What follows belongs to an exercise in optimizing a design on an open flow for small area and a short achievable clock period; a production flow would make more cautious choices.
At most, simulation tests tie the RTL to the original design; equivalence was not proved.

run 2:
// cordic_stage
module cordic_stage (clk, reset, X_i, Y_i, Z_i, X_O, Y_O, Z_O);
clock: 3.65 ns
lec_check: 0
cap_margin: 20
core_margin: 2
core_utilization: 40
setup_slack_margin: 0.9
slew_margin: 20
synth_hierarchical: 1
synth_minimum_keep_size: 0
run.sh (not shown) runs the stock make flow with config.mk's settings and CLKGATE_MAP_FILE= SYNTH_SCRIPT=/design/flow/synth_recipe.tcl, a recipe that flattens the netlist after the stock synthesis.
What run 1 does differently from run 2 at the input level:
- swapping 0.9 for 0.5 in SETUP_SLACK_MARGIN
Notes after the runs:
- The source of the critical timing path comes out ws[235] in one run and ws[236] in the other, namely in run 2 and run 1 respectively.
- Post-detailed-routing wire length: run 1 vs run 2 up about 1.1%
- On met2 global-route usage: run 1 sits above run 2.
- Compared with run 2, run 1 shows a higher detail-routed via count per cell.

---

Setup of 05-14:
Another version of the RTL of cordic_stage (not shown whole).
Size in the first run: ~4200 cells after synthesis, about 98 I/O pins, roughly 0.040 mm^2 of cells after synthesis.
export LEC_CHECK = 0
export CAP_MARGIN = 20
export CORE_MARGIN = 2
export CORE_UTILIZATION = 40
export CTS_CLUSTER_DIAMETER = 100
export CTS_CLUSTER_SIZE = 22
export SETUP_SLACK_MARGIN = 1.35
export SLEW_MARGIN = 20
export SYNTH_HIERARCHICAL = 1
export SYNTH_MINIMUM_KEEP_SIZE = 0
create_clock -name core_clock -period 3.65 [get_ports {clk}]
### 05-14 -> 11-12
-- flow/config.mk --
<<< 05-14, line 11
export CTS_CLUSTER_DIAMETER = 100
export CTS_CLUSTER_SIZE = 22
export SETUP_SLACK_MARGIN = 1.35
export SLEW_MARGIN = 20
export SYNTH_HIERARCHICAL = 1
>>> 11-12, line 11
export CTS_CLUSTER_DIAMETER = 100
export CTS_CLUSTER_SIZE = 22
export SETUP_SLACK_MARGIN = 1.2
export SLEW_MARGIN = 20
export SYNTH_HIERARCHICAL = 1
[summary]
- Share of final layout cell area taken by non-clock buffers is lower on 11-12
- The higher clock network area share of 11-12 and 05-14 is in 11-12.
- Relative to 05-14, worst hold slack after final layout has increased by 13 ps in 11-12.
- 11-12 finished end to end and its layout was clean on timing, DRC and antenna.
- No stage failed in 05-14, and the final checks on the layout all came back clean.
- [compare] base=05-14 new=11-12: clock-buffer cell count climbed 10%; wire length shrank by about 1.5%; overall fraction of global-route tracks in use dropped 0.39 points.
- When 11-12 is set beside 05-14, its largest stage delay on the critical path turns out to be 130 ps larger.
- Of the two values seen for launch point of the worst path, vs[208] was produced by 05-14 and vs[8] by 11-12.
No functional check of the RTL was part of any run of this note.

---

the reference run:
cordic_stage, a different RTL version from the one above (not shown whole).
For scale: roughly 660 flip-flops, about 40000 um2 of cells after synthesis.
make LEC_CHECK=0 CAP_MARGIN=20 CORE_MARGIN=2 CORE_UTILIZATION=60 PLACE_DENSITY=0.75 SETUP_SLACK_MARGIN=0.5 SLEW_MARGIN=20 SYNTH_HIERARCHICAL=1 SYNTH_MINIMUM_KEEP_SIZE=0 finish   # period 3.65 ns
Edits applied to the flow inputs when going from the reference run to the trial run:
-- flow/config.mk --
<<< the reference run, line 7
export LEC_CHECK = 0
export CAP_MARGIN = 20
export CORE_MARGIN = 2
export CORE_UTILIZATION = 60
export PLACE_DENSITY = 0.75
export SETUP_SLACK_MARGIN = 0.5
>>> the trial run, line 7
export LEC_CHECK = 0
export ABC_AREA = 1
export CAP_MARGIN = 20
export CORE_MARGIN = 2
export CORE_UTILIZATION = 40
export SETUP_SLACK_MARGIN = 0.5
Findings:
- Highest signal layer in the routed design = met5: the trial run; highest signal layer in the routed design = met4: the reference run
- The trial run has delay of the slowest critical-path stage above what the reference run had.
- Setup slack in the trial run is larger than in the reference run.
- The trial run | stages: all done | timing, DRC, antenna: all pass
- Highest fanout seen on the critical path: the trial run vs the reference run down 7
- The trial run ended up with a higher non-clock inverter instance count of the final layout than the reference run did.
- Run comparison: the reference run most common cell after layout, fill and taps aside sky130_fd_sc_hd__dfxtp_1; the trial run most common cell after layout, fill and taps aside sky130_fd_sc_hd__nand2_1
No run of this note included a check of the RTL's function; only the layout flow was run.

---

cordic_stage, a different RTL version from the one above (not shown whole).
For scale: ~5200 cells after synthesis, roughly 98 I/O pins, roughly 45000 sq um of cells after synthesis.
==> flow/config.mk <==
export PLATFORM = sky130hd
export DESIGN_NAME = cordic_stage
export DESIGN_NICKNAME = cordic_stage
export VERILOG_FILES = /design/flow/design.v
export SDC_FILE = /design/flow/constraint.sdc
export NUM_CORES = 4
export LEC_CHECK = 0
export CAP_MARGIN = 20
export CORE_MARGIN = 2
export CORE_UTILIZATION = 40
export SETUP_SLACK_MARGIN = 1.0
export SLEW_MARGIN = 20
==> flow/constraint.sdc <==
create_clock -name core_clock -period 3.65 [get_ports {clk}]
set_input_delay 0.7300 -clock core_clock [delete_from_list [all_inputs] [get_ports {clk}]]
set_output_delay 0.7300 -clock core_clock [all_outputs]
set_load 0.01 [all_outputs]
Then changed:
Settings changed: CORE_UTILIZATION 40 to 65, PLACE_DENSITY from default to 0.8, SETUP_SLACK_MARGIN 1.0 to default.
=>
- The changed run finished with timing, DRC and antenna clean
- routed wire length rose slightly
- synthesized area is unchanged
- first-iteration DRC count rose by well over a third
- setup slack is worse by 0.47 ns
- cell area fell by roughly a tenth
- clock skew is about the same
- die area fell by well over a third
No functional check of the RTL was part of any run of this note.

---

cordic_stage, a different RTL version from the one above (not shown whole).
Size in the first run: ~6500 cells after synthesis, ~98 I/O pins, about 47000 um^2 of cells after synthesis.
make LEC_CHECK=0 ABC_AREA=1 CAP_MARGIN=20 CORE_MARGIN=2 CORE_UTILIZATION=40 CTS_CLUSTER_DIAMETER=100 CTS_CLUSTER_SIZE=22 SETUP_SLACK_MARGIN=1.3 SLEW_MARGIN=20 SYNTH_HIERARCHICAL=1 SYNTH_MINIMUM_KEEP_SIZE=0 finish   # period 3.65 ns
The baseline went through all stages and came out clean.
Next try:
ABC_AREA = not set   (was 1)
CORE_UTILIZATION = 70   (was 40)
PLACE_DENSITY = 0.85   (was not set)
SETUP_SLACK_MARGIN = 1.2   (was 1.3)
The new run finished with timing, DRC and antenna clean.
Clock-buffer cell count goes down by 5.
Cell area goes down by about 15%.
Hold slack is about the same.
Non-clock buffer count goes up by 43.
Global-route usage goes up by 7.8 points.
Setup slack got worse by 280 ps.
Cell count goes down by 40%.
Critical path depth goes up by 7.
Synthesized area goes down by about 16%.
Die area goes down by 52%.
Next try:
CORE_UTILIZATION = 40   (was 70)
PLACE_DENSITY = not set   (was 0.85)
SETUP_SLACK_MARGIN = 1.4   (was 1.2)
Final area rises by 6.9%.
Final cell count goes up by 13%.
Critical path depth is unchanged.
Worst setup slack improved by 180 ps.
Routed wire length goes up by 1.6%.
Core utilization goes down by 30 points.
Die area climbs by 74%.
First-iteration DRC count goes down by 33%.

==> afterwards: timing with drivers on the ports <==
In the flow no input, the clock included, has a driving cell. The finished layouts below were timed again as built, in two steps.
Step 1: set_driving_cell puts a clkbuf_16 on clk and a buf_2 on each other input, an assumption about the parent block.
Step 2 moves the port delays by t, midway between the first and last clock arrival at a register: inputs arrive t later, outputs are due t later. That takes back most of the time a late clock gives input paths.
Three values: no drivers, after step 1, after step 2; two values: the first two.
run	shift t [ns]	slack for setup (ns)	worst setup path at the end	slew at the worst register clock pin (ns)	cell pins on the clock port's net
run 2	0.687	0.549 / 0.549 / 0.549	register to register	0.06 / 0.06	1
run 1	0.699	0.565 / 0.565 / 0.565	register to register	0.06 / 0.06	1
05-14	0.663	1.345 / 1.343 / 1.310	input to register	0.10 / 0.10	1
11-12	0.668	1.273 / 1.273 / 1.273	register to register	0.09 / 0.09	1
the reference run	0.663	0.674 / 0.674 / 0.674	register to register	0.06 / 0.06	1
the trial run	0.711	0.774 / 0.774 / 0.774	register to register	0.07 / 0.07	1
the first run of note 4	0.720	0.681 / 0.681 / 0.681	register to register	0.07 / 0.07	1
the second run of note 4	0.688	0.213 / 0.213 / 0.213	register to register	0.07 / 0.07	1
the first run of note 5	0.716	1.373 / 1.300 / 1.366	input to register	0.09 / 0.09	1
the second run of note 5	0.631	1.096 / 1.096 / 1.096	register to register	0.09 / 0.09	1
the third run of note 5	0.649	1.272 / 1.272 / 1.272	register to register	0.09 / 0.09	1
After both steps every run listed still meets setup and hold. The setup slack of 05-14, which loses most, moves by -0.002 ns with the drivers and by -0.035 ns with both steps.
